From an optimization exercise on the open Yosys and OpenROAD flow, aimed at small area; shortcuts taken in it are not production practice.
Only simulation tests tie the RTL to the original design; equivalence was not proved.

## flow/design.v

```verilog
module AudioADC(
input AUD_BCLK,
input rst,
input AUD_ADCLRCK,
input AUD_ADCDAT,
output reg [15:0] dataL,
output reg [15:0] dataR
);
localparam START = 2'd0, WAIT = 2'd1, BITS = 2'd2, DONE = 2'd3;
reg [1:0] s;
reg [4:0] count;
reg [31:0] shift;
reg doneD;
always @(posedge AUD_BCLK or negedge rst)
begin
	if (rst == 0)
		begin
			s <= START;
			count <= 5'd31;
		end
	else
		case (s)
			START: s <= WAIT;
			WAIT:  if (AUD_ADCLRCK) s <= BITS;
			BITS:
				begin
					count <= count - 5'd1;  
					if (count == 5'd0) s <= DONE;
				end
			DONE:  s <= WAIT;
		endcase
end
always @(posedge AUD_BCLK)
begin
	shift <= {shift[30:0], AUD_ADCDAT};
	doneD <= (s == DONE);
	if (s == DONE)
		dataL <= shift[31:16];
	if (doneD)
		dataR <= shift[16:1];
end
endmodule
module AudioDAC(
input AUD_BCLK,
input rst,
input AUD_DACLRCK,
input [15:0] half,
input inv,
output load,
output reg loadLo,
output AUD_DACDAT
);
localparam START = 2'd0, WAIT = 2'd1, BITS = 2'd2, DONE = 2'd3;
reg [1:0] s;
reg [4:0] count;
reg [31:0] sr;
reg msb;
reg invert;
assign load = (s == WAIT) & AUD_DACLRCK;
always @(posedge AUD_BCLK or negedge rst)
begin
	if (rst == 0)
		begin
			s <= START;
			count <= 5'd31;
		end
	else
		case (s)
			START: s <= WAIT;
			WAIT:  if (AUD_DACLRCK) s <= BITS;
			BITS:
				begin
					count <= count - 5'd1;  
					if (count == 5'd0) s <= DONE;
				end
			DONE:  s <= WAIT;
		endcase
end
always @(posedge AUD_BCLK)
begin
	loadLo <= load;
	if (load)
		begin
			msb <= half[15];
			invert <= inv;
		end
	if (load)
		sr <= {half, sr[14:0], sr[31]};
	else if (loadLo)
		sr <= {sr[30:16], half, sr[31]};
	else
		sr <= {sr[30:0], sr[31]};
end
assign AUD_DACDAT = ((s == BITS) ? sr[31] : msb) ^ invert;
endmodule
module FxCore(
input [143:0] xl,
input [143:0] xr,
input [15:0] dflt,
input chR,
input lpf,
input hpf,
input comb,
input mavg,
output [15:0] y
);
wire ncomb = ~comb;
wire useO = lpf | mavg;           
wire useE = hpf | mavg;           
wire [143:0] x = chR ? xr : xl;
wire [15:0] u0 = {~x[15], x[14:0]};
wire [15:0] u1 = {~x[31], x[30:16]};
wire [15:0] u2 = {~x[47], x[46:32]};
wire [15:0] u3 = {~x[63], x[62:48]};
wire [15:0] u4 = {~x[79], x[78:64]};
wire [15:0] u5 = {~x[95], x[94:80]};
wire [15:0] u6 = {~x[111], x[110:96]};
wire [15:0] u7 = {~x[127], x[126:112]};
wire [15:0] u8 = {~x[143], x[142:128]};
wire [15:0] ud = {~dflt[15], dflt[14:0]};
wire hs1;
wire hc2;
wire fs3;
wire fc4;
wire fs5;
wire fc6;
wire fs7;
wire fc8;
wire fs9;
wire fc10;
wire fs11;
wire fc12;
wire fs13;
wire fc14;
wire fs15;
wire fc16;
wire fs17;
wire fc18;
wire fs19;
wire fc20;
wire fs21;
wire fc22;
wire fs23;
wire fc24;
wire fs25;
wire fc26;
wire fs27;
wire fc28;
wire fs29;
wire fc30;
wire fs31;
wire fc32;
wire hs33;
wire hc34;
wire fs35;
wire fc36;
wire fs37;
wire fc38;
wire fs39;
wire fc40;
wire fs41;
wire fc42;
wire fs43;
wire fc44;
wire fs45;
wire fc46;
wire fs47;
wire fc48;
wire fs49;
wire fc50;
wire fs51;
wire fc52;
wire fs53;
wire fc54;
wire fs55;
wire fc56;
wire fs57;
wire fc58;
wire fs59;
wire fc60;
wire fs61;
wire fc62;
wire fs63;
wire fc64;
wire hs65;
wire hc66;
wire fs67;
wire fc68;
wire fs69;
wire fc70;
wire fs71;
wire fc72;
wire fs73;
wire fc74;
wire fs75;
wire fc76;
wire fs77;
wire fc78;
wire fs79;
wire fc80;
wire fs81;
wire fc82;
wire fs83;
wire fc84;
wire fs85;
wire fc86;
wire fs87;
wire fc88;
wire fs89;
wire fc90;
wire fs91;
wire fc92;
wire fs93;
wire fc94;
wire fs95;
wire fc96;
wire hs97;
wire hc98;
wire fs99;
wire fc100;
wire fs101;
wire fc102;
wire fs103;
wire fc104;
wire fs105;
wire fc106;
wire fs107;
wire fc108;
wire fs109;
wire fc110;
wire fs111;
wire fc112;
wire fs113;
wire fc114;
wire fs115;
wire fc116;
wire fs117;
wire fc118;
wire fs119;
wire fc120;
wire fs121;
wire fc122;
wire fs123;
wire fc124;
wire fs125;
wire fc126;
wire fs127;
wire fc128;
wire [17:0] oa;
wire [17:0] ob;
wire [17:0] ea;
wire [17:0] eb;
wire fs129;
wire fc130;
wire fs131;
wire fc132;
wire fs133;
wire fc134;
wire fs135;
wire fc136;
wire fs137;
wire fc138;
wire fs139;
wire fc140;
wire fs141;
wire fc142;
wire fs143;
wire fc144;
wire fs145;
wire fc146;
wire fs147;
wire fc148;
wire fs149;
wire fc150;
wire fs151;
wire fc152;
wire fs153;
wire fc154;
wire fs155;
wire fc156;
wire fs157;
wire fc158;
wire fs159;
wire fc160;
wire hs161;
wire hc162;
wire fs163;
wire fc164;
wire hs165;
wire hc166;
wire fs167;
wire fc168;
wire hs169;
wire hc170;
wire hs171;
wire hc172;
wire fs173;
wire fc174;
wire fs175;
wire fc176;
wire fs177;
wire fc178;
wire fs179;
wire fc180;
wire fs181;
wire fc182;
wire fs183;
wire fc184;
wire fs185;
wire fc186;
wire fs187;
wire fc188;
wire fs189;
wire fc190;
wire fs191;
wire fc192;
wire fs193;
wire fc194;
wire fs195;
wire fc196;
wire fs197;
wire fc198;
wire fs199;
wire fc200;
wire fs201;
wire fc202;
wire fs203;
wire fc204;
wire fs205;
wire fc206;
wire hs207;
wire hc208;
wire fs209;
wire fc210;
wire fs211;
wire fc212;
wire fs213;
wire fc214;
wire fs215;
wire fc216;
wire fs217;
wire fc218;
wire fs219;
wire fc220;
wire fs221;
wire fc222;
wire fs223;
wire fc224;
wire fs225;
wire fc226;
wire fs227;
wire fc228;
wire fs229;
wire fc230;
wire fs231;
wire fc232;
wire fs233;
wire fc234;
wire fs235;
wire fc236;
wire fs237;
wire fc238;
wire fs239;
wire fc240;
wire fs241;
wire fc242;
wire fs243;
wire fc244;
wire [19:0] sa;
wire [19:0] sb;
wire [17:0] qa = {18{useO}} & oa;
wire [17:0] qb = {18{useO}} & ob;
wire [17:0] ra = {{2{useE}} & ea[17:16], ({16{useE}} & ea[15:0]) | ({16{comb}} & ~u8)};
wire [17:0] rb = {18{useE}} & eb;
wire [15:0] p = ((lpf | hpf | mavg) ? u4 : comb ? u0 : ud) ^ {16{hpf}};
assign hs1 = u1[0] ^ u3[0];
assign hc2 = u1[0] & u3[0];
assign fs3 = u1[1] ^ u3[1] ^ u5[1];
assign fc4 = (u1[1] & u3[1]) | (u5[1] & (u1[1] ^ u3[1]));
assign fs5 = u1[2] ^ u3[2] ^ u5[2];
assign fc6 = (u1[2] & u3[2]) | (u5[2] & (u1[2] ^ u3[2]));
assign fs7 = u1[3] ^ u3[3] ^ u5[3];
assign fc8 = (u1[3] & u3[3]) | (u5[3] & (u1[3] ^ u3[3]));
assign fs9 = u1[4] ^ u3[4] ^ u5[4];
assign fc10 = (u1[4] & u3[4]) | (u5[4] & (u1[4] ^ u3[4]));
assign fs11 = u1[5] ^ u3[5] ^ u5[5];
assign fc12 = (u1[5] & u3[5]) | (u5[5] & (u1[5] ^ u3[5]));
assign fs13 = u1[6] ^ u3[6] ^ u5[6];
assign fc14 = (u1[6] & u3[6]) | (u5[6] & (u1[6] ^ u3[6]));
assign fs15 = u1[7] ^ u3[7] ^ u5[7];
assign fc16 = (u1[7] & u3[7]) | (u5[7] & (u1[7] ^ u3[7]));
assign fs17 = u1[8] ^ u3[8] ^ u5[8];
assign fc18 = (u1[8] & u3[8]) | (u5[8] & (u1[8] ^ u3[8]));
assign fs19 = u1[9] ^ u3[9] ^ u5[9];
assign fc20 = (u1[9] & u3[9]) | (u5[9] & (u1[9] ^ u3[9]));
assign fs21 = u1[10] ^ u3[10] ^ u5[10];
assign fc22 = (u1[10] & u3[10]) | (u5[10] & (u1[10] ^ u3[10]));
assign fs23 = u1[11] ^ u3[11] ^ u5[11];
assign fc24 = (u1[11] & u3[11]) | (u5[11] & (u1[11] ^ u3[11]));
assign fs25 = u1[12] ^ u3[12] ^ u5[12];
assign fc26 = (u1[12] & u3[12]) | (u5[12] & (u1[12] ^ u3[12]));
assign fs27 = u1[13] ^ u3[13] ^ u5[13];
assign fc28 = (u1[13] & u3[13]) | (u5[13] & (u1[13] ^ u3[13]));
assign fs29 = u1[14] ^ u3[14] ^ u5[14];
assign fc30 = (u1[14] & u3[14]) | (u5[14] & (u1[14] ^ u3[14]));
assign fs31 = u1[15] ^ u3[15] ^ u5[15];
assign fc32 = (u1[15] & u3[15]) | (u5[15] & (u1[15] ^ u3[15]));
assign hs33 = hs1 ^ u5[0];
assign hc34 = hs1 & u5[0];
assign fs35 = fs3 ^ u7[1] ^ hc2;
assign fc36 = (fs3 & u7[1]) | (hc2 & (fs3 ^ u7[1]));
assign fs37 = fs5 ^ u7[2] ^ fc4;
assign fc38 = (fs5 & u7[2]) | (fc4 & (fs5 ^ u7[2]));
assign fs39 = fs7 ^ u7[3] ^ fc6;
assign fc40 = (fs7 & u7[3]) | (fc6 & (fs7 ^ u7[3]));
assign fs41 = fs9 ^ u7[4] ^ fc8;
assign fc42 = (fs9 & u7[4]) | (fc8 & (fs9 ^ u7[4]));
assign fs43 = fs11 ^ u7[5] ^ fc10;
assign fc44 = (fs11 & u7[5]) | (fc10 & (fs11 ^ u7[5]));
assign fs45 = fs13 ^ u7[6] ^ fc12;
assign fc46 = (fs13 & u7[6]) | (fc12 & (fs13 ^ u7[6]));
assign fs47 = fs15 ^ u7[7] ^ fc14;
assign fc48 = (fs15 & u7[7]) | (fc14 & (fs15 ^ u7[7]));
assign fs49 = fs17 ^ u7[8] ^ fc16;
assign fc50 = (fs17 & u7[8]) | (fc16 & (fs17 ^ u7[8]));
assign fs51 = fs19 ^ u7[9] ^ fc18;
assign fc52 = (fs19 & u7[9]) | (fc18 & (fs19 ^ u7[9]));
assign fs53 = fs21 ^ u7[10] ^ fc20;
assign fc54 = (fs21 & u7[10]) | (fc20 & (fs21 ^ u7[10]));
assign fs55 = fs23 ^ u7[11] ^ fc22;
assign fc56 = (fs23 & u7[11]) | (fc22 & (fs23 ^ u7[11]));
assign fs57 = fs25 ^ u7[12] ^ fc24;
assign fc58 = (fs25 & u7[12]) | (fc24 & (fs25 ^ u7[12]));
assign fs59 = fs27 ^ u7[13] ^ fc26;
assign fc60 = (fs27 & u7[13]) | (fc26 & (fs27 ^ u7[13]));
assign fs61 = fs29 ^ u7[14] ^ fc28;
assign fc62 = (fs29 & u7[14]) | (fc28 & (fs29 ^ u7[14]));
assign fs63 = fs31 ^ u7[15] ^ fc30;
assign fc64 = (fs31 & u7[15]) | (fc30 & (fs31 ^ u7[15]));
assign hs65 = u0[0] ^ u2[0];
assign hc66 = u0[0] & u2[0];
assign fs67 = u0[1] ^ u2[1] ^ u6[1];
assign fc68 = (u0[1] & u2[1]) | (u6[1] & (u0[1] ^ u2[1]));
assign fs69 = u0[2] ^ u2[2] ^ u6[2];
assign fc70 = (u0[2] & u2[2]) | (u6[2] & (u0[2] ^ u2[2]));
assign fs71 = u0[3] ^ u2[3] ^ u6[3];
assign fc72 = (u0[3] & u2[3]) | (u6[3] & (u0[3] ^ u2[3]));
assign fs73 = u0[4] ^ u2[4] ^ u6[4];
assign fc74 = (u0[4] & u2[4]) | (u6[4] & (u0[4] ^ u2[4]));
assign fs75 = u0[5] ^ u2[5] ^ u6[5];
assign fc76 = (u0[5] & u2[5]) | (u6[5] & (u0[5] ^ u2[5]));
assign fs77 = u0[6] ^ u2[6] ^ u6[6];
assign fc78 = (u0[6] & u2[6]) | (u6[6] & (u0[6] ^ u2[6]));
assign fs79 = u0[7] ^ u2[7] ^ u6[7];
assign fc80 = (u0[7] & u2[7]) | (u6[7] & (u0[7] ^ u2[7]));
assign fs81 = u0[8] ^ u2[8] ^ u6[8];
assign fc82 = (u0[8] & u2[8]) | (u6[8] & (u0[8] ^ u2[8]));
assign fs83 = u0[9] ^ u2[9] ^ u6[9];
assign fc84 = (u0[9] & u2[9]) | (u6[9] & (u0[9] ^ u2[9]));
assign fs85 = u0[10] ^ u2[10] ^ u6[10];
assign fc86 = (u0[10] & u2[10]) | (u6[10] & (u0[10] ^ u2[10]));
assign fs87 = u0[11] ^ u2[11] ^ u6[11];
assign fc88 = (u0[11] & u2[11]) | (u6[11] & (u0[11] ^ u2[11]));
assign fs89 = u0[12] ^ u2[12] ^ u6[12];
assign fc90 = (u0[12] & u2[12]) | (u6[12] & (u0[12] ^ u2[12]));
assign fs91 = u0[13] ^ u2[13] ^ u6[13];
assign fc92 = (u0[13] & u2[13]) | (u6[13] & (u0[13] ^ u2[13]));
assign fs93 = u0[14] ^ u2[14] ^ u6[14];
assign fc94 = (u0[14] & u2[14]) | (u6[14] & (u0[14] ^ u2[14]));
assign fs95 = u0[15] ^ u2[15] ^ u6[15];
assign fc96 = (u0[15] & u2[15]) | (u6[15] & (u0[15] ^ u2[15]));
assign hs97 = hs65 ^ u6[0];
assign hc98 = hs65 & u6[0];
assign fs99 = fs67 ^ u8[1] ^ hc66;
assign fc100 = (fs67 & u8[1]) | (hc66 & (fs67 ^ u8[1]));
assign fs101 = fs69 ^ u8[2] ^ fc68;
assign fc102 = (fs69 & u8[2]) | (fc68 & (fs69 ^ u8[2]));
assign fs103 = fs71 ^ u8[3] ^ fc70;
assign fc104 = (fs71 & u8[3]) | (fc70 & (fs71 ^ u8[3]));
assign fs105 = fs73 ^ u8[4] ^ fc72;
assign fc106 = (fs73 & u8[4]) | (fc72 & (fs73 ^ u8[4]));
assign fs107 = fs75 ^ u8[5] ^ fc74;
assign fc108 = (fs75 & u8[5]) | (fc74 & (fs75 ^ u8[5]));
assign fs109 = fs77 ^ u8[6] ^ fc76;
assign fc110 = (fs77 & u8[6]) | (fc76 & (fs77 ^ u8[6]));
assign fs111 = fs79 ^ u8[7] ^ fc78;
assign fc112 = (fs79 & u8[7]) | (fc78 & (fs79 ^ u8[7]));
assign fs113 = fs81 ^ u8[8] ^ fc80;
assign fc114 = (fs81 & u8[8]) | (fc80 & (fs81 ^ u8[8]));
assign fs115 = fs83 ^ u8[9] ^ fc82;
assign fc116 = (fs83 & u8[9]) | (fc82 & (fs83 ^ u8[9]));
assign fs117 = fs85 ^ u8[10] ^ fc84;
assign fc118 = (fs85 & u8[10]) | (fc84 & (fs85 ^ u8[10]));
assign fs119 = fs87 ^ u8[11] ^ fc86;
assign fc120 = (fs87 & u8[11]) | (fc86 & (fs87 ^ u8[11]));
assign fs121 = fs89 ^ u8[12] ^ fc88;
assign fc122 = (fs89 & u8[12]) | (fc88 & (fs89 ^ u8[12]));
assign fs123 = fs91 ^ u8[13] ^ fc90;
assign fc124 = (fs91 & u8[13]) | (fc90 & (fs91 ^ u8[13]));
assign fs125 = fs93 ^ u8[14] ^ fc92;
assign fc126 = (fs93 & u8[14]) | (fc92 & (fs93 ^ u8[14]));
assign fs127 = fs95 ^ u8[15] ^ fc94;
assign fc128 = (fs95 & u8[15]) | (fc94 & (fs95 ^ u8[15]));
assign oa = {1'b0, fc32, fs63, fs61, fs59, fs57, fs55, fs53, fs51, fs49, fs47, fs45, fs43, fs41, fs39, fs37, fs35, hs33};
assign ob = {1'b0, fc64, fc62, fc60, fc58, fc56, fc54, fc52, fc50, fc48, fc46, fc44, fc42, fc40, fc38, fc36, hc34, u7[0]};
assign ea = {1'b0, fc96, fs127, fs125, fs123, fs121, fs119, fs117, fs115, fs113, fs111, fs109, fs107, fs105, fs103, fs101, fs99, hs97};
assign eb = {1'b0, fc128, fc126, fc124, fc122, fc120, fc118, fc116, fc114, fc112, fc110, fc108, fc106, fc104, fc102, fc100, hc98, u8[0]};
assign fs129 = p[0] ^ qa[0] ^ qb[0];
assign fc130 = (p[0] & qa[0]) | (qb[0] & (p[0] ^ qa[0]));
assign fs131 = p[1] ^ qa[1] ^ qb[1];
assign fc132 = (p[1] & qa[1]) | (qb[1] & (p[1] ^ qa[1]));
assign fs133 = p[2] ^ qa[2] ^ qb[2];
assign fc134 = (p[2] & qa[2]) | (qb[2] & (p[2] ^ qa[2]));
assign fs135 = p[3] ^ qa[3] ^ qb[3];
assign fc136 = (p[3] & qa[3]) | (qb[3] & (p[3] ^ qa[3]));
assign fs137 = p[4] ^ qa[4] ^ qb[4];
assign fc138 = (p[4] & qa[4]) | (qb[4] & (p[4] ^ qa[4]));
assign fs139 = p[5] ^ qa[5] ^ qb[5];
assign fc140 = (p[5] & qa[5]) | (qb[5] & (p[5] ^ qa[5]));
assign fs141 = p[6] ^ qa[6] ^ qb[6];
assign fc142 = (p[6] & qa[6]) | (qb[6] & (p[6] ^ qa[6]));
assign fs143 = p[7] ^ qa[7] ^ qb[7];
assign fc144 = (p[7] & qa[7]) | (qb[7] & (p[7] ^ qa[7]));
assign fs145 = p[8] ^ qa[8] ^ qb[8];
assign fc146 = (p[8] & qa[8]) | (qb[8] & (p[8] ^ qa[8]));
assign fs147 = p[9] ^ qa[9] ^ qb[9];
assign fc148 = (p[9] & qa[9]) | (qb[9] & (p[9] ^ qa[9]));
assign fs149 = p[10] ^ qa[10] ^ qb[10];
assign fc150 = (p[10] & qa[10]) | (qb[10] & (p[10] ^ qa[10]));
assign fs151 = p[11] ^ qa[11] ^ qb[11];
assign fc152 = (p[11] & qa[11]) | (qb[11] & (p[11] ^ qa[11]));
assign fs153 = p[12] ^ qa[12] ^ qb[12];
assign fc154 = (p[12] & qa[12]) | (qb[12] & (p[12] ^ qa[12]));
assign fs155 = p[13] ^ qa[13] ^ qb[13];
assign fc156 = (p[13] & qa[13]) | (qb[13] & (p[13] ^ qa[13]));
assign fs157 = p[14] ^ qa[14] ^ qb[14];
assign fc158 = (p[14] & qa[14]) | (qb[14] & (p[14] ^ qa[14]));
assign fs159 = p[15] ^ qa[15] ^ qb[15];
assign fc160 = (p[15] & qa[15]) | (qb[15] & (p[15] ^ qa[15]));
assign hs161 = ra[15] ^ rb[15];
assign hc162 = ra[15] & rb[15];
assign fs163 = qa[16] ^ qb[16] ^ ra[16];
assign fc164 = (qa[16] & qb[16]) | (ra[16] & (qa[16] ^ qb[16]));
assign hs165 = rb[16] ^ 1'b1;
assign hc166 = rb[16] & 1'b1;
assign fs167 = qa[17] ^ qb[17] ^ ra[17];
assign fc168 = (qa[17] & qb[17]) | (ra[17] & (qa[17] ^ qb[17]));
assign hs169 = rb[17] ^ 1'b1;
assign hc170 = rb[17] & 1'b1;
assign hs171 = fs129 ^ ra[0];
assign hc172 = fs129 & ra[0];
assign fs173 = fs131 ^ ra[1] ^ rb[1];
assign fc174 = (fs131 & ra[1]) | (rb[1] & (fs131 ^ ra[1]));
assign fs175 = fs133 ^ ra[2] ^ rb[2];
assign fc176 = (fs133 & ra[2]) | (rb[2] & (fs133 ^ ra[2]));
assign fs177 = fs135 ^ ra[3] ^ rb[3];
assign fc178 = (fs135 & ra[3]) | (rb[3] & (fs135 ^ ra[3]));
assign fs179 = fs137 ^ ra[4] ^ rb[4];
assign fc180 = (fs137 & ra[4]) | (rb[4] & (fs137 ^ ra[4]));
assign fs181 = fs139 ^ ra[5] ^ rb[5];
assign fc182 = (fs139 & ra[5]) | (rb[5] & (fs139 ^ ra[5]));
assign fs183 = fs141 ^ ra[6] ^ rb[6];
assign fc184 = (fs141 & ra[6]) | (rb[6] & (fs141 ^ ra[6]));
assign fs185 = fs143 ^ ra[7] ^ rb[7];
assign fc186 = (fs143 & ra[7]) | (rb[7] & (fs143 ^ ra[7]));
assign fs187 = fs145 ^ ra[8] ^ rb[8];
assign fc188 = (fs145 & ra[8]) | (rb[8] & (fs145 ^ ra[8]));
assign fs189 = fs147 ^ ra[9] ^ rb[9];
assign fc190 = (fs147 & ra[9]) | (rb[9] & (fs147 ^ ra[9]));
assign fs191 = fs149 ^ ra[10] ^ rb[10];
assign fc192 = (fs149 & ra[10]) | (rb[10] & (fs149 ^ ra[10]));
assign fs193 = fs151 ^ ra[11] ^ rb[11];
assign fc194 = (fs151 & ra[11]) | (rb[11] & (fs151 ^ ra[11]));
assign fs195 = fs153 ^ ra[12] ^ rb[12];
assign fc196 = (fs153 & ra[12]) | (rb[12] & (fs153 ^ ra[12]));
assign fs197 = fs155 ^ ra[13] ^ rb[13];
assign fc198 = (fs155 & ra[13]) | (rb[13] & (fs155 ^ ra[13]));
assign fs199 = fs157 ^ ra[14] ^ rb[14];
assign fc200 = (fs157 & ra[14]) | (rb[14] & (fs157 ^ ra[14]));
assign fs201 = fs159 ^ hs161 ^ ncomb;
assign fc202 = (fs159 & hs161) | (ncomb & (fs159 ^ hs161));
assign fs203 = fs163 ^ hs165 ^ fc160;
assign fc204 = (fs163 & hs165) | (fc160 & (fs163 ^ hs165));
assign fs205 = fs167 ^ hs169 ^ fc164;
assign fc206 = (fs167 & hs169) | (fc164 & (fs167 ^ hs169));
assign hs207 = hs171 ^ rb[0];
assign hc208 = hs171 & rb[0];
assign fs209 = fs173 ^ fc130 ^ hc172;
assign fc210 = (fs173 & fc130) | (hc172 & (fs173 ^ fc130));
assign fs211 = fs175 ^ fc132 ^ fc174;
assign fc212 = (fs175 & fc132) | (fc174 & (fs175 ^ fc132));
assign fs213 = fs177 ^ fc134 ^ fc176;
assign fc214 = (fs177 & fc134) | (fc176 & (fs177 ^ fc134));
assign fs215 = fs179 ^ fc136 ^ fc178;
assign fc216 = (fs179 & fc136) | (fc178 & (fs179 ^ fc136));
assign fs217 = fs181 ^ fc138 ^ fc180;
assign fc218 = (fs181 & fc138) | (fc180 & (fs181 ^ fc138));
assign fs219 = fs183 ^ fc140 ^ fc182;
assign fc220 = (fs183 & fc140) | (fc182 & (fs183 ^ fc140));
assign fs221 = fs185 ^ fc142 ^ fc184;
assign fc222 = (fs185 & fc142) | (fc184 & (fs185 ^ fc142));
assign fs223 = fs187 ^ fc144 ^ fc186;
assign fc224 = (fs187 & fc144) | (fc186 & (fs187 ^ fc144));
assign fs225 = fs189 ^ fc146 ^ fc188;
assign fc226 = (fs189 & fc146) | (fc188 & (fs189 ^ fc146));
assign fs227 = fs191 ^ fc148 ^ fc190;
assign fc228 = (fs191 & fc148) | (fc190 & (fs191 ^ fc148));
assign fs229 = fs193 ^ fc150 ^ fc192;
assign fc230 = (fs193 & fc150) | (fc192 & (fs193 ^ fc150));
assign fs231 = fs195 ^ fc152 ^ fc194;
assign fc232 = (fs195 & fc152) | (fc194 & (fs195 ^ fc152));
assign fs233 = fs197 ^ fc154 ^ fc196;
assign fc234 = (fs197 & fc154) | (fc196 & (fs197 ^ fc154));
assign fs235 = fs199 ^ fc156 ^ fc198;
assign fc236 = (fs199 & fc156) | (fc198 & (fs199 ^ fc156));
assign fs237 = fs201 ^ fc158 ^ fc200;
assign fc238 = (fs201 & fc158) | (fc200 & (fs201 ^ fc158));
assign fs239 = fs203 ^ hc162 ^ fc202;
assign fc240 = (fs203 & hc162) | (fc202 & (fs203 ^ hc162));
assign fs241 = fs205 ^ hc166 ^ fc204;
assign fc242 = (fs205 & hc166) | (fc204 & (fs205 ^ hc166));
assign fs243 = fc168 ^ hc170 ^ fc206;
assign fc244 = (fc168 & hc170) | (fc206 & (fc168 ^ hc170));
assign sa = {1'b1, fs243, fs241, fs239, fs237, fs235, fs233, fs231, fs229, fs227, fs225, fs223, fs221, fs219, fs217, fs215, fs213, fs211, fs209, hs207};
assign sb = {fc244, fc242, fc240, fc238, fc236, fc234, fc232, fc230, fc228, fc226, fc224, fc222, fc220, fc218, fc216, fc214, fc212, fc210, hc208, comb};
wire [20:0] cc;    
wire [19:0] s0;    
wire [19:0] s;
assign cc[0] = 1'b0;
assign cc[7] = 1'b0;
assign cc[13] = 1'b0;
genvar gi;
generate for (gi = 0; gi < 20; gi = gi + 1) begin : rca
	assign s0[gi] = sa[gi] ^ sb[gi] ^ cc[gi];
	if (gi != 6 && gi != 12)
		assign cc[gi+1] = (sa[gi] & sb[gi]) | (cc[gi] & (sa[gi] ^ sb[gi]));
end endgenerate
assign s[6:0] = s0[6:0];
wire cin7 = (sa[6] & sb[6]) | (cc[6] & (sa[6] ^ sb[6]));
wire [13:7] ones7;   
assign ones7[7] = 1'b1;
generate for (gi = 7; gi < 13; gi = gi + 1) begin : inc7
	assign ones7[gi+1] = ones7[gi] & s0[gi];
	assign s[gi] = s0[gi] ^ (cin7 & ones7[gi]);
end endgenerate
wire cout13 = (sa[12] & sb[12]) | (cc[12] & (sa[12] ^ sb[12]));
wire cin13 = cout13 | (cin7 & ones7[13]);
wire [20:13] ones13;   
assign ones13[13] = 1'b1;
generate for (gi = 13; gi < 20; gi = gi + 1) begin : inc13
	assign ones13[gi+1] = ones13[gi] & s0[gi];
	assign s[gi] = s0[gi] ^ (cin13 & ones13[gi]);
end endgenerate
wire negfrac = s[19] & (s[2:0] != 3'd0);
wire [16:0] aones;   
wire [15:0] avg;
assign aones[0] = 1'b1;
genvar ai;
generate for (ai = 0; ai < 16; ai = ai + 1) begin : div
	assign aones[ai+1] = aones[ai] & s[ai+3];
	assign avg[ai] = s[ai+3] ^ (negfrac & aones[ai]);
end endgenerate
assign y = mavg ? avg : s[15:0];
endmodule
module AudioEffects(
input AUD_BCLK,
input rst,
input sw1,
input sw2,
input sw3,
input sw4,
input sw5,
input AUD_ADCDAT,
input AUD_ADCLRCK,
input AUD_DACLRCK,
output AUD_DACDAT
);
wire [15:0] adcL, adcR;
wire dacLoad;
wire phase;         
wire dacBit;
AudioADC myADC(
.AUD_BCLK(AUD_BCLK),
.rst(rst),
.AUD_ADCLRCK(AUD_ADCLRCK),
.AUD_ADCDAT(AUD_ADCDAT),
.dataL(adcL),
.dataR(adcR)
);
reg [143:0] lineL;
reg [143:0] lineR;
reg shiftR;
always @(posedge AUD_BCLK)
begin
	shiftR <= AUD_DACLRCK;
	if (AUD_DACLRCK == 1)
		lineL <= {lineL[127:0], adcL};
	if (shiftR == 1)
		lineR <= {lineR[127:0], adcR};
end
reg [3:0] selD;
always @(posedge AUD_BCLK)
	selD <= {sw5, sw4, sw3, sw2};
wire [3:0] sel = phase ? selD : {sw5, sw4, sw3, sw2};
wire [15:0] dflt = phase ? adcR : adcL;
wire lpf  = (sel == 4'b1000);
wire hpf  = (sel == 4'b0100);
wire comb = (sel == 4'b0010);
wire mavg = (sel == 4'b0001);
wire [15:0] half;
FxCore core(.xl(lineL), .xr(lineR), .dflt(dflt), .chR(phase),
	.lpf(lpf), .hpf(hpf), .comb(comb), .mavg(mavg),
	.y(half));
AudioDAC myDAC(
.AUD_BCLK(AUD_BCLK),
.rst(rst),
.AUD_DACLRCK(AUD_DACLRCK),
.half(half),
.inv(hpf),
.load(dacLoad),
.loadLo(phase),
.AUD_DACDAT(dacBit)
);
assign AUD_DACDAT = sw1 & dacBit;
endmodule
```

## flow/flow/run.sh

```bash
#!/bin/bash
# Own layout flow: the standard flow (standard.sh) with three changes.
#  - Synthesis is synth_recipe.tcl unchanged except that its ABC call (the
#    mapping of the logic between the registers to cells, after the
#    registers are mapped) uses the area-oriented script abc_amap.script.
#  - The clock tree is built without dummy loads, from clusters of up to
#    24 sinks.
#  - The ports are buffered with buf_1 cells.
# standard.sh's output goes to standard.log, each ORFS step's to orfs/logs.
set -euo pipefail
here=$(pwd)
{
  echo 'proc abc {args} {'
  echo '  set i [lsearch $args -script]'
  echo "  if {\$i >= 0} { lset args [expr {\$i + 1}] $here/flow/abc_amap.script }"
  echo '  yosys abc {*}$args'
  echo '}'
  cat synth_recipe.tcl
} > flow/area_synth.tcl
grep -q 'SYNTH_SCRIPT=' standard.sh
sed "s#SYNTH_SCRIPT=[^ ]*#SYNTH_SCRIPT=$here/flow/area_synth.tcl#" standard.sh > flow/standard_area.sh
export CTS_ARGS="-sink_clustering_enable -repair_clock_nets -sink_clustering_size 24 -sink_clustering_max_diameter 100 -buf_list sky130_fd_sc_hd__clkbuf_16 -dont_use_dummy_load"
export BUFFER_PORTS_ARGS="-buffer_cell sky130_fd_sc_hd__buf_1"
bash flow/standard_area.sh > standard.log 2>&1
```

## flow/flow/abc_amap.script

```
strash
dch
amap
topo
```

## flow/flow/area_synth.tcl

```tcl
proc abc {args} {
  set i [lsearch $args -script]
  if {$i >= 0} { lset args [expr {$i + 1}] /design/flow/flow/abc_amap.script }
  yosys abc {*}$args
}
proc synth {args} { yosys synth -nofsm -noshare {*}$args }
source $::env(SCRIPTS_DIR)/synth.tcl
# left out here: clear keep_hierarchy, flatten, clean up, hide names made inside functions, write 1_2_yosys.v
```

## flow/flow/standard_area.sh

```bash
#!/bin/bash
# The standard flow's own layout of this design, on the ORFS make targets given (by default finish). After
# finish it leaves the final layout's DEF at /design/flow/out/final.def.
set -euo pipefail
make -C /OpenROAD-flow-scripts/flow DESIGN_CONFIG=/design/flow/config.mk WORK_HOME=/design/flow/orfs CLKGATE_MAP_FILE= SYNTH_SCRIPT=/design/flow/flow/area_synth.tcl ABC_AREA=1 CAP_MARGIN=20 CORE_MARGIN=2 CORE_UTILIZATION=40 CTS_BUF_LIST=sky130_fd_sc_hd__clkbuf_16 CTS_CLUSTER_DIAMETER=100 CTS_CLUSTER_SIZE=24 SLEW_MARGIN=20 "${@:-finish}"
if [[ -f /design/flow/orfs/results/sky130hd/AudioEffects/base/6_final.odb ]]; then
  : # left out here: write the final layout as DEF
fi
```

## flow/standard.sh

```bash
#!/bin/bash
# synth_recipe.tcl (not shown) runs the flow's synth.tcl, then flattens the netlist and writes it again
# the make line also repeats each setting of config.mk as NAME=value (left out here)
make -C /OpenROAD-flow-scripts/flow DESIGN_CONFIG=/design/flow/config.mk WORK_HOME=/design/flow/orfs CLKGATE_MAP_FILE= SYNTH_SCRIPT=/design/flow/synth_recipe.tcl "${@:-finish}"
```

## flow/config.mk

```make
export PLATFORM = sky130hd
export DESIGN_NAME = AudioEffects
export DESIGN_NICKNAME = AudioEffects
export VERILOG_FILES = /design/flow/design.v
export SDC_FILE = /design/flow/constraint.sdc
export NUM_CORES = 4
export LEC_CHECK = 0
export ABC_AREA = 1
export CAP_MARGIN = 20
export CORE_MARGIN = 2
export CORE_UTILIZATION = 40
export CTS_BUF_LIST = sky130_fd_sc_hd__clkbuf_16
export CTS_CLUSTER_DIAMETER = 100
export CTS_CLUSTER_SIZE = 24
export SLEW_MARGIN = 20
```

## flow/constraint.sdc

```tcl
create_clock -name core_clock -period 10.0 [get_ports {AUD_BCLK}]
set_input_delay 2.0000 -clock core_clock [delete_from_list [all_inputs] [get_ports {AUD_BCLK}]]
set_output_delay 2.0000 -clock core_clock [all_outputs]
set_load 0.01 [all_outputs]
```

==> results of run 1 <==
synthesized netlist by cell type, types with 22 or more instances:
library cell	number
sky130_fd_sc_hd__o22ai_1	145
sky130_fd_sc_hd__fa_1	126
sky130_fd_sc_hd__nor2_1	61
sky130_fd_sc_hd__dfxtp_1	71
sky130_fd_sc_hd__nand2_1	45
sky130_fd_sc_hd__clkinv_1	138
sky130_fd_sc_hd__ha_1	22
sky130_fd_sc_hd__a21oi_1	34
sky130_fd_sc_hd__nor2b_1	25
sky130_fd_sc_hd__o22a_1	58
sky130_fd_sc_hd__o21ai_0	36
sky130_fd_sc_hd__edfxtp_1	322
kinds of logic (layout without fill, tap and decap cells):
| logic type | count (synthesis) | count (layout) | synth area share, % |
|---|---|---|---|
| flip-flops | 407 | 407 | 65.10 |
| AO/OA/AOI/OAI | 316 | 316 | 12.10 |
| AND/OR/NAND/NOR | 154 | 154 | 3.904 |
| adder cells (fa/ha/maj) | 148 | 148 | 15.90 |
| buffers and inverters | 138 | 190 | 2.944 |
| XOR/XNOR | 1 | 1 | 0.04979 |
registers in the layout, summed over array words and instances, names as in the netlist, 2 cells and up:
register     flops
myDAC.s          2
myADC.dataL     16
selD             4
myADC.dataR     16
myDAC.count      5
myADC.shift     32
myDAC.sr        32
lineR          144
myADC.s          2
lineL          144
myADC.count      5
layout make-up:
cell class / instances / area [um2] / share of cell area [%]
Timing Repair Buffer: 32 / 244.0 / 1.269
Clock buffer: 20 / 500.5 / 2.604
Sequential cell: 407 / 11460 / 59.63
Inverter: 138 / 564.3 / 2.936
Multi-Input combinational cell: 619 / 5719 / 29.76
Tap cell: 585 / 732.0 / 3.808
worst max-delay path, delay by kind of cell:
kind / cells / cell delay (ns)
compound gates: 11 / 1.67
fa+ha+maj: 9 / 3.45
buf+inv: 7 / 0.94
simple gates: 11 / 1.62
per-stage QoR:
step | hold WS (ns) | worst slack (ns) | setup TNS (ns) | area [um2]
global route | 0.3427 | 0.03425 | 0 | 19220
finish | 0.3344 | 0.7285 | 0 | 19220
floorplan | 0.3096 | -0.7093 | -11.03 | 17730
detailed placement | 0.3165 | -0.02250 | -0.02250 | 18720
CTS | 0.3394 | 0.5574 | 0 | 19220
global placement | 0.3160 | 0.2143 | 0 | 18720
what timing repair did:
| action | in CTS | in global routing |
|---|---|---|
| hold endpoints to repair | 0 | 0 |
| gates resized for setup | 0 | 1 |
| setup endpoints to repair | 0 | 1 |
| hold buffers | 0 | 0 |
worst max-delay path by stage:
stage | from | endpoint | slack, ns | cells after the start
floorplan | sw4 | myDAC.sr[16] | -0.71 | 43
global placement | sw3 | myDAC.sr[16] | 0.21 | 38
detailed placement | sw3 | myDAC.sr[16] | -0.02 | 38
CTS | sw3 | myDAC.sr[16] | 0.56 | 38
global route | sw4 | myDAC.sr[16] | 0.03 | 45
finish | sw3 | myDAC.sr[16] | 0.73 | 38
per-layer routing:
| layer | global-route usage, % | part of all wire, % | vias to the layer above |
|---|---|---|---|
| met5 | 0 | 0 | - |
| met4 | 3.472 | 2.1 | 0 |
| li1 | - | - | 4459 |
| met1 | 23.43 | 48 | 4885 |
| met2 | 24.84 | 46 | 230 |
| met3 | 1.963 | 4.2 | 38 |
==> reports/summary.json, run 1 <==
{
  "run_status": {
    "status": "no timing/DRC/antenna violations"
  },
  "floorplan": {
    "std_cell_rows": 76,
    "die_area_um2": 45680,
    "die_x_um": 213.7,
    "design.core.area_um2": 43270,
    "fp.dieH_um": 213.7,
    "boundaryPins": 11,
    "initial_core_utilization_pct": 40.66
  },
  "setup_path": {
    "r2r_slack_ns": 0.79,
    "critical_path_class": "input port to flip-flop",
    "crit-reg2reg-capture": "myDAC.sr[16]",
    "reg2reg_depth": 39,
    "cp_slowest_stage_delay_ns": 0.52,
    "critical-path-slowest-cell": "sky130_fd_sc_hd__fa_1",
    "arrival_ns": 9.68,
    "setup.worst_path.start_class": "input port",
    "critical_register_to_register_path_startpoint": "myDAC.loadLo",
    "setup.worst_path.end_class": "flip-flop",
    "critPathMostFrequentCell": "sky130_fd_sc_hd__fa_1",
    "data_required_time_of_the_worst_path_ns": 10.41,
    "critPathMaxFanout": 6
  },
  "placement": {
    "dp.cells": 1781,
    "detailed_place_hpwl_mm": 22.36,
    "buffer_ports.inserted": 10,
    "gp_congestion": 0.8253
  },
  "synthesis": {
    "yosys_register_bits": 407,
    "synth_edf_count": 322,
    "synth_top_flop_cell": "sky130_fd_sc_hd__edfxtp_1",
    "synth_cells": 1164,
    "synth.yosys.seq_area_share_pct": 65.10,
    "synth.top_cells.by_area": "sky130_fd_sc_hd__edfxtp_1 55%, sky130_fd_sc_hd__fa_1 14%, sky130_fd_sc_hd__dfxtp_1 8.1%",
    "synth_cell_type_count": 31,
    "syn_nets": 1322,
    "synth_top_area_cell": "sky130_fd_sc_hd__edfxtp_1",
    "synth_area_um2": 17590,
    "synthesis.area_per_instance_um2": 15.11,
    "ys_warnings": 3,
    "ys_async_sr_fraction_pct": 3.440,
    "synth_top_area_share_pct": 54.96
  },
  "clocking": {
    "cts-buffers-inserted": 20,
    "cts-root-buf": "sky130_fd_sc_hd__clkbuf_16",
    "postCtsSetupBuffers": 0,
    "tritoncts_clock_tree": "yes",
    "cts.path.max_buffers": 3,
    "clk_pin_slew_worst_paths_ns": 0.09,
    "clock_sinks": 407,
    "htree_levels": 1,
    "clk_latency_ns": 0.54
  },
  "cells_and_area": {
    "syn_to_final_growth_pct": 9.252,
    "finish.net_count": 1376,
    "layout.cells.most_common_list": "322 x sky130_fd_sc_hd__edfxtp_1, 144 x sky130_fd_sc_hd__o22ai_1, 129 x sky130_fd_sc_hd__clkinv_1",
    "fin_util_pct": 44.42,
    "layout_commonest_cell": "sky130_fd_sc_hd__edfxtp_1",
    "share_of_cells_above_drive_strength_1_pct": 7.155,
    "antennaDiodeCount": 0,
    "fillers": 3839,
    "final-instance-count-excl-fill": 1801
  },
  "route": {
    "drt-total-wl_mm": 34.45,
    "detail_route.first_pass.iterations": 5,
    "avgRoutedWirePerCell_um": 19.13,
    "post-route-drc-count": 0,
    "detail_route.vias_per_cell": 5.337,
    "detailroute.via_count": 9612,
    "initialDrtViolationCount": 766,
    "postRouteAntennaNets": 0
  },
  "grt": {
    "pin_count_of_the_biggest_net_entering_global_routing": 167,
    "first_pass_grt_wire_length_mm": 55.84,
    "initial_antenna_violation_count": 0,
    "gr-usage-all-layers_pct": 15.72,
    "globalRouteOverflowTotal": 0,
    "first_global_vias": 9983
  },
  "sta": {
    "worst_margin_pin_slew_ns": 1.033,
    "layout_worst_path_cycle_share_pct": 92.71,
    "slew-limit-headroom_pct": 31.14,
    "timing.clock.skew_ns": 0.02235,
    "setup_viol_count_final": 0,
    "post_route_minimum_period_ns": 9.271,
    "finalMaxSlewViolations": 0,
    "hold_viol_final": 0,
    "clock.fmax_mhz": 107.9,
    "rsz0062_at_grt": "no"
  },
  "hold_path": {
    "worstHoldPathCells": 0,
    "hold_path_startpoint": "myADC.shift[0]",
    "worst_hold_class": "flip-flop to flip-flop",
    "timing.hold.worst_endpoint": "myADC.shift[1]"
  },
  "job": {
    "drv.max_cap_violation_count": 0
  }
}
==> run 2: changes to the inputs <==
==> flow/flow/abc_amap.script (replaced) <==
strash
dc2
dch
amap
topo
==> reports/summary.json, run 2 <==
{
  "floorplan": {
    "initial_core_utilization": {"value": 40.69, "unit": "%", "change": "about the same"},
    "std_cell_rows": {"value": 76, "change": "unchanged"},
    "die_area": {"value": 45700, "unit": "um2", "change": "about the same"},
    "die_x": {"value": 213.8, "unit": "um", "change": "about the same"},
    "design.core.area": {"value": 43270, "unit": "um2", "change": "unchanged"},
    "fp.dieH": {"value": 213.8, "unit": "um", "change": "about the same"},
    "boundaryPins": {"value": 11, "change": "unchanged"}
  },
  "setup_path": {
    "critPathMaxFanout": {"value": 4, "change": "-2"},
    "critical_path_class": "input port to flip-flop",
    "cp_slowest_stage_delay": {"value": 0.51, "unit": "ns", "change": "about the same"},
    "critical-path-slowest-cell": "sky130_fd_sc_hd__fa_1",
    "setup.worst_path.end_class": "flip-flop",
    "arrival": {"value": 10.25, "unit": "ns", "change": "+0.57 ns"},
    "r2r_slack": {"value": 0.37, "unit": "ns", "change": "-0.42 ns"},
    "setup.worst_path.start_class": "input port",
    "data_required_time_of_the_worst_path": {"value": 10.45, "unit": "ns", "change": "+0.04 ns"}
  },
  "synthesis": {
    "synth_common_cells": "322 x sky130_fd_sc_hd__edfxtp_1, 134 x sky130_fd_sc_hd__clkinv_1, 127 x sky130_fd_sc_hd__o22ai_1, 126 x sky130_fd_sc_hd__fa_1, 88 x sky130_fd_sc_hd__nor2_1",
    "synth_edf_count": {"value": 322, "change": "unchanged"},
    "synth_cells": {"value": 1168, "change": "+0.34%"},
    "synth_most_common_cell": "sky130_fd_sc_hd__edfxtp_1",
    "syn_nets": {"value": 1326, "change": "+0.30%"},
    "synth.yosys.seq_area_share": {"value": 65.07, "unit": "%", "change": "about the same"},
    "synth_top_flop_cell": "sky130_fd_sc_hd__edfxtp_1",
    "synth_top_area_cell": "sky130_fd_sc_hd__edfxtp_1",
    "synthesis.area_per_instance": {"value": 15.07, "unit": "um2", "change": "-0.29%"},
    "synth_top_area_share": {"value": 54.93, "unit": "%", "change": "about the same"},
    "synth_area": {"value": 17600, "unit": "um2", "change": "about the same"},
    "yosys_register_bits": {"value": 407, "change": "unchanged"},
    "synth_cell_type_count": {"value": 33, "change": "+6.5%"},
    "ys_warnings": {"value": 3, "change": "unchanged"},
    "ys_async_sr_fraction": {"value": 3.440, "unit": "%", "change": "unchanged"},
    "synth.top_cells.by_area": "sky130_fd_sc_hd__edfxtp_1 55%, sky130_fd_sc_hd__fa_1 14%, sky130_fd_sc_hd__dfxtp_1 8.1%"
  },
  "cells_and_area": {
    "antennaDiodeCount": {"value": 0, "change": "unchanged"},
    "layout_commonest_cell": "sky130_fd_sc_hd__edfxtp_1",
    "syn_to_final_growth_pct": 14.74,
    "share_of_cells_above_drive_strength_1": {"value": 17.61, "unit": "%", "change": "+10 points"},
    "finish.net_count": {"value": 1455, "change": "+5.7%"},
    "largestRegisters": "lineL (144), lineR (144)",
    "fin_util": {"value": 46.68, "unit": "%", "change": "+2.3 points"},
    "fillers": {"value": 3797, "change": "-1.1%"},
    "seq_area": {"value": 11460, "unit": "um2", "change": "unchanged"},
    "multi_input_comb_area": {"value": 6018, "unit": "um2", "change": "+5.2%"},
    "layout.cells.most_common_list": "322 x sky130_fd_sc_hd__edfxtp_1, 123 x sky130_fd_sc_hd__o22ai_1, 113 x sky130_fd_sc_hd__fa_1",
    "final-instance-count-excl-fill": {"value": 1880, "change": "+4.4%"}
  },
  "placement": {
    "detailed_place_hpwl": {"value": 23.97, "unit": "mm", "change": "+7.2%"},
    "buffer_ports.inserted": {"value": 10, "change": "unchanged"},
    "gp_congestion": {"value": 0.7864, "change": "-4.7%"},
    "dp.cells": {"value": 1832, "change": "+2.9%"}
  },
  "clocking": {
    "htree_levels": {"value": 1, "change": "unchanged"},
    "clock_sinks": {"value": 407, "change": "unchanged"},
    "cts-root-buf": "sky130_fd_sc_hd__clkbuf_16",
    "tritoncts_clock_tree": "yes",
    "cts-buffers-inserted": {"value": 21, "change": "+5.0%"},
    "clk_latency": {"value": 0.56, "unit": "ns", "change": "+0.02 ns"},
    "clk_pin_slew_worst_paths": {"value": 0.10, "unit": "ns", "change": "about the same"},
    "cts.path.max_buffers": {"value": 3, "change": "unchanged"}
  },
  "sta": {
    "layout_worst_path_cycle_share": {"value": 97.96, "unit": "%", "change": "+5.2 points"},
    "timing.clock.skew": {"value": 0.06935, "unit": "ns", "change": "+0.04701 ns"},
    "setup_viol_count_final": {"value": 0, "change": "unchanged"},
    "hold_viol_final": {"value": 0, "change": "unchanged"},
    "rsz0062_at_grt": "yes",
    "setup-tns-final": {"value": 0, "unit": "ns", "change": "unchanged"},
    "slew-limit-headroom": {"value": 32.93, "unit": "%", "change": "+1.8 points"},
    "post_route_minimum_period": {"value": 9.796, "unit": "ns", "change": "+0.5246 ns"},
    "clock.fmax": {"value": 102.1, "unit": "MHz", "change": "-5.4%"},
    "finalMaxSlewViolations": {"value": 0, "change": "unchanged"},
    "worst_margin_pin_slew": {"value": 1.006, "unit": "ns", "change": "-0.02683 ns"}
  },
  "route": {
    "initialDrtViolationCount": {"value": 757, "change": "-1.2%"},
    "detail_route.vias_per_cell": {"value": 5.196, "change": "-2.6%"},
    "drt-total-wl": {"value": 34.97, "unit": "mm", "change": "+1.5%"},
    "postRouteAntennaNets": {"value": 0, "change": "unchanged"},
    "detailroute.via_count": {"value": 9768, "change": "+1.6%"},
    "avgRoutedWirePerCell": {"value": 18.60, "unit": "um", "change": "-2.7%"},
    "detail_route.first_pass.iterations": {"value": 4, "change": "-1"},
    "post-route-drc-count": {"value": 0, "change": "unchanged"}
  },
  "job": {
    "drv.max_cap_violation_count": {"value": 0, "change": "unchanged"}
  },
  "grt": {
    "first_pass_grt_wire_length": {"value": 56.57, "unit": "mm", "change": "+1.3%"},
    "initial_antenna_violation_count": {"value": 0, "change": "unchanged"},
    "pin_count_of_the_biggest_net_entering_global_routing": {"value": 77, "change": "-54%"},
    "first_global_vias": {"value": 10170, "change": "+1.8%"},
    "gr-usage-all-layers": {"value": 15.94, "unit": "%", "change": "+0.21 points"},
    "globalRouteOverflowTotal": {"value": 0, "change": "unchanged"}
  },
  "hold_path": {
    "worst_hold_class": "flip-flop to flip-flop"
  },
  "run_status": {
    "status": "no timing/DRC/antenna violations"
  }
}
[run 2: changes by cell type in the layout (fill, tap and decap cells not counted), moves of 10 or more]
cell	change
sky130_fd_sc_hd__nor2_1	+23
sky130_fd_sc_hd__o22a_1	+12
sky130_fd_sc_hd__a221oi_1	-11
sky130_fd_sc_hd__buf_6	+11
sky130_fd_sc_hd__buf_4	+62
sky130_fd_sc_hd__nand2_1	-12
sky130_fd_sc_hd__o22ai_1	-21
sky130_fd_sc_hd__o21ai_0	-10
sky130_fd_sc_hd__clkinv_1	-19
[run 2: critical path, delay by kind of cell]
kind / cells / cell delay (ns)
compound gates: 9 / 1.31
fa+ha+maj: 9 / 3.31
simple gates: 22 / 2.17
buf+inv: 19 / 1.41
[run 2: layout make-up]
type / instances / share of cell area, %
clock buffer: 21 / 2.602
inverter: 134 / 2.868
multi-input combinational: 627 / 29.80
sequential: 407 / 56.74
tap: 585 / 3.624
timing repair buffer: 106 / 4.367
[run 2: cells by family after synthesis]
kind of cell	after synthesis	share of synthesized area (%)
flip-flops	407	65.07
buffers and inverters	134	2.857
adder cells (fa/ha/maj)	148	15.89
AO/OA/AOI/OAI	302	11.81
XOR/XNOR	1	0.04976
AND/OR/NAND/NOR	176	4.322
[run 2: what timing repair did]
action                                  CTS  global route
hold buffers                              0             0
endpoints found under the setup margin    5            11
setup buffers                            15            13
pin swaps                                25            29
resized for setup                        11            69
[run 2: layer usage]
layer	share of wire [%]	global-route usage [%]
met3	3.4	2.387
met4	1.4	2.778
met5	0	0
met1	48	23.35
met2	47	25.67
[run 2: path summary, 6_finish.rpt]
path / endpoint / cells after the start / startpoint
min: myADC.shift[2] / 0 / myADC.shift[1]
min reg2reg: myADC.shift[2] / 0 / myADC.shift[1]
max in group asynchronous: myDAC.s[1] / 1 / rst
min in group asynchronous: myADC.s[0] / 1 / rst
max reg2reg: myDAC.sr[31] / 55 / myDAC.loadLo
max: myDAC.sr[31] / 59 / sw3
[run 2: metrics by stage]
step | hold WS, ns | instance area, um2 | setup WS, ns
6_report | 0.3443 | 20200 | 0.2040
3_3_place_gp | 0.3121 | 19230 | -0.6061
3_5_place_dp | 0.3231 | 19230 | -0.7843
4_1_cts | 0.3515 | 19910 | 0.003269
5_1_grt | 0.3459 | 20200 | -0.2762
2_1_floorplan | 0.3096 | 17870 | -0.9208
==> run 3: changes to the inputs <==
==> flow/flow/abc_amap.script (replaced) <==
strash
dch
amap
topo
stime -c
buffer -c
upsize -c
dnsize -c
==> reports/summary.json, run 3 <==
{
  "route": {
    "detail_route.vias_per_cell": {"value": 5.344, "change": "+2.8%"},
    "detailroute.via_count": {"value": 9699, "change": "-0.71%"},
    "avgRoutedWirePerCell": {"value": 19.24, "unit": "um", "change": "+3.4%"},
    "post-route-drc-count": {"value": 0, "change": "unchanged"},
    "drt-total-wl": {"value": 34.93, "unit": "mm", "change": "-0.13%"},
    "postRouteAntennaNets": {"value": 0, "change": "unchanged"},
    "initialDrtViolationCount": {"value": 787, "change": "+4.0%"},
    "detail_route.first_pass.iterations": {"value": 5, "change": "+1"}
  },
  "cells_and_area": {
    "finish.net_count": {"value": 1383, "change": "-4.9%"},
    "final-instance-count-excl-fill": {"value": 1815, "change": "-3.5%"},
    "fin_util": {"value": 43.63, "unit": "%", "change": "-3.1 points"},
    "share_of_cells_above_drive_strength_1": {"value": 7.604, "unit": "%", "change": "-10 points"},
    "layout_commonest_cell": "sky130_fd_sc_hd__edfxtp_1",
    "final_design_area_no_fill": {"value": 19290, "unit": "um2", "change": "-4.5%"},
    "syn_to_final_growth_pct": 7.554,
    "largestRegisters": "lineL (144), lineR (144)",
    "antennaDiodeCount": {"value": 0, "change": "unchanged"},
    "layout.cells.most_common_list": "322 x sky130_fd_sc_hd__edfxtp_1, 143 x sky130_fd_sc_hd__o22ai_1, 131 x sky130_fd_sc_hd__inv_1"
  },
  "clocking": {
    "cts-resized-gates": {"value": 0, "change": "-11"},
    "tritoncts_clock_tree": "yes",
    "cts.path.max_buffers": {"value": 3, "change": "unchanged"},
    "clk_latency": {"value": 0.55, "unit": "ns", "change": "about the same"},
    "clk_pin_slew_worst_paths": {"value": 0.10, "unit": "ns", "change": "about the same"},
    "cts-buffers-inserted": {"value": 20, "change": "-4.8%"},
    "hold_buffers": {"value": 0, "change": "unchanged"},
    "htree_levels": {"value": 1, "change": "unchanged"},
    "postCtsSetupBuffers": {"value": 0, "change": "-15"},
    "cts-root-buf": "sky130_fd_sc_hd__clkbuf_16",
    "clock_sinks": {"value": 407, "change": "unchanged"}
  },
  "setup_path": {
    "critPathMaxFanout": {"value": 4, "change": "unchanged"},
    "crit-reg2reg-capture": "myDAC.sr[16]",
    "critPathMostFrequentCell": "sky130_fd_sc_hd__fa_1",
    "r2r_slack": {"value": 1.44, "unit": "ns", "change": "+1.07 ns"},
    "setup.worst_path.start_class": "input port",
    "critical_path_class": "input port to flip-flop",
    "arrival": {"value": 9.67, "unit": "ns", "change": "-0.58 ns"},
    "critical-path-slowest-cell": "sky130_fd_sc_hd__or4bb_1",
    "setup.worst_path.end_class": "flip-flop",
    "critical_register_to_register_path_startpoint": "myDAC.loadLo",
    "cp_slowest_stage_delay": {"value": 0.59, "unit": "ns", "change": "+0.08 ns"},
    "reg2reg_depth": {"value": 33, "change": "-40%"},
    "data_required_time_of_the_worst_path": {"value": 10.38, "unit": "ns", "change": "-0.07 ns"}
  },
  "synthesis": {
    "synth_most_common_cell": "sky130_fd_sc_hd__edfxtp_1",
    "synth.yosys.seq_area_share": {"value": 63.85, "unit": "%", "change": "-1.2 points"},
    "synth_edf_count": {"value": 322, "change": "unchanged"},
    "synth_cell_type_count": {"value": 47, "change": "+42%"},
    "synth_common_cells": "322 x sky130_fd_sc_hd__edfxtp_1, 143 x sky130_fd_sc_hd__o22ai_1, 132 x sky130_fd_sc_hd__inv_1, 126 x sky130_fd_sc_hd__fa_1, 71 x sky130_fd_sc_hd__dfxtp_1",
    "synth_top_flop_cell": "sky130_fd_sc_hd__edfxtp_1",
    "synth_area": {"value": 17940, "unit": "um2", "change": "+1.9%"},
    "synth.top_cells.by_area": "sky130_fd_sc_hd__edfxtp_1 54%, sky130_fd_sc_hd__fa_1 14%, sky130_fd_sc_hd__dfxtp_1 7.9%",
    "yosys_register_bits": {"value": 407, "change": "unchanged"},
    "synth_top_area_share": {"value": 53.90, "unit": "%", "change": "-1.0 points"},
    "ys_warnings": {"value": 3, "change": "unchanged"},
    "synth_cells": {"value": 1221, "change": "+4.5%"},
    "ys_async_sr_fraction": {"value": 3.440, "unit": "%", "change": "unchanged"},
    "synth_top_area_cell": "sky130_fd_sc_hd__edfxtp_1",
    "syn_nets": {"value": 1379, "change": "+4.0%"},
    "synthesis.area_per_instance": {"value": 14.69, "unit": "um2", "change": "-2.5%"}
  },
  "hold_path": {
    "worstHoldPathCells": {"value": 0, "change": "unchanged"},
    "timing.hold.worst_endpoint": "myADC.shift[7]",
    "hold_path_startpoint": "myADC.shift[6]",
    "worst_hold_class": "flip-flop to flip-flop"
  },
  "sta": {
    "setup_viol_count_final": {"value": 0, "change": "unchanged"},
    "finalMaxSlewViolations": {"value": 0, "change": "unchanged"},
    "timing.clock.skew": {"value": 0.04479, "unit": "ns", "change": "-0.02457 ns"},
    "fin_worst_hold_slack": {"value": 0.3253, "unit": "ns", "change": "-0.01903 ns"},
    "setup-tns-final": {"value": 0, "unit": "ns", "change": "unchanged"},
    "post_route_minimum_period": {"value": 9.291, "unit": "ns", "change": "-0.5050 ns"},
    "worst_margin_pin_slew": {"value": 1.096, "unit": "ns", "change": "+0.08999 ns"},
    "rsz0062_at_grt": "no",
    "worst_slack": {"value": 0.7090, "unit": "ns", "change": "+0.5050 ns"},
    "clock.fmax": {"value": 107.6, "unit": "MHz", "change": "+5.4%"},
    "hold_viol_final": {"value": 0, "change": "unchanged"},
    "layout_worst_path_cycle_share": {"value": 92.91, "unit": "%", "change": "-5.1 points"},
    "slew-limit-headroom": {"value": 26.93, "unit": "%", "change": "-6.0 points"}
  },
  "floorplan": {
    "boundaryPins": {"value": 11, "change": "unchanged"},
    "std_cell_rows": {"value": 77, "change": "+1.3%"},
    "die_x": {"value": 215.8, "unit": "um", "change": "+0.93%"},
    "fp.dieH": {"value": 215.8, "unit": "um", "change": "+0.93%"},
    "initial_core_utilization": {"value": 40.57, "unit": "%", "change": "-0.12 points"},
    "design.core.area": {"value": 44220, "unit": "um2", "change": "+2.2%"},
    "die_area": {"value": 46560, "unit": "um2", "change": "+1.9%"}
  },
  "grt": {
    "first_global_vias": {"value": 10150, "change": "-0.16%"},
    "initial_antenna_violation_count": {"value": 0, "change": "unchanged"},
    "pin_count_of_the_biggest_net_entering_global_routing": {"value": 132, "change": "+71%"},
    "globalRouteOverflowTotal": {"value": 0, "change": "unchanged"},
    "gr-usage-all-layers": {"value": 15.21, "unit": "%", "change": "-0.72 points"},
    "first_pass_grt_wire_length": {"value": 56.68, "unit": "mm", "change": "+0.19%"}
  },
  "placement": {
    "place_worst_setup_slack": {"value": 0.2208, "unit": "ns", "change": "+1.005 ns"},
    "gp_congestion": {"value": 0.7914, "change": "+0.64%"},
    "dp.cells": {"value": 1794, "change": "-2.1%"},
    "placement.cell_area": {"value": 18770, "unit": "um2", "change": "-2.4%"},
    "detailed_place_hpwl": {"value": 22.79, "unit": "mm", "change": "-4.9%"},
    "buffer_ports.inserted": {"value": 10, "change": "unchanged"}
  },
  "run_status": {
    "status": "no timing/DRC/antenna violations"
  },
  "job": {
    "drv.max_cap_violation_count": {"value": 0, "change": "unchanged"}
  }
}
-- run 3: worst max path at each step --
stage,slack (ns),cells past startpoint,start,endpoint
3_3_place_gp,0.33,36,sw4,myDAC.sr[16]
3_5_place_dp,0.22,36,sw4,myDAC.sr[16]
5_1_grt,0.06,36,sw4,myDAC.sr[16]
4_1_cts,0.77,36,sw4,myDAC.sr[16]
2_1_floorplan,0.05,34,sw4,myDAC.sr[16]
6_report,0.71,34,sw4,myDAC.sr[16]
-- run 3: cell families after synthesis --
kind of cell / Yosys count / share of synthesized area [%]
AO/OA/AOI/OAI: 316 / 12.00
XOR/XNOR: 1 / 0.04883
buffers and inverters: 195 / 4.129
AND/OR/NAND/NOR: 154 / 4.373
adder cells (fa/ha/maj): 148 / 15.60
flip-flops: 407 / 63.85
-- run 3: worst max-delay path, delay by kind of cell --
family / cells / cell delay [ns]
compound gates: 7 / 0.95
fa+ha+maj: 10 / 3.93
simple gates: 9 / 2.13
buf+inv: 8 / 0.62
-- run 3: layout make-up --
class,instances,area (um2)
Clock buffer,20,500.5
Fill cell,3973,24930
Inverter,138,520.5
Multi-Input combinational cell,619,5754
Sequential cell,407,11460
Tap cell,592,740.7
Timing Repair Buffer,39,316.6
-- run 3: metal layers --
metal  global-route usage (%)  part of all wire (%)  up-vias  routed length (um)
li1                         -                     -     4453                   -
met1                    22.65                    48     4994               16640
met2                    24.03                    46      206               16220
met3                    1.734                   3.7       46                1305
met4                    3.563                   2.2        0                 762
met5                        0                     0        -                   0

afterwards: timing with drivers on the ports:
No port has a modelled driver above. Below, the same layouts with a new extraction and two added sets of constraints. Step 1: set_driving_cell puts a clkbuf_16 on AUD_BCLK and a buf_2 on each other input, an assumption about the parent block. Step 2, shift: input delay + t, output delay - t, t = (earliest + latest rising clock arrival at the registers) / 2. This alone moves slack from input paths to output paths. Slacks: ideal / step 1 / step 2; pairs: ideal / step 1.
| run | shift t [ns] | slack for setup (ns) | worst data-port slew with drivers (ns) | cell pins on the clock port's net |
|---|---|---|---|---|
| run 1 | 0.583 | 0.729 / 0.758 / 0.176 | 0.04 | 1 |
| run 2 | 0.574 | 0.204 / 0.224 / -0.350 | 0.04 | 1 |
| run 3 | 0.577 | 0.709 / 0.741 / 0.164 | 0.03 | 1 |
With both steps, setup timing fails in run 2, where it was met with ideal ports. For run 2, which loses most, drivers alone change the setup slack by +0.020 ns; drivers and shift together by -0.554 ns.
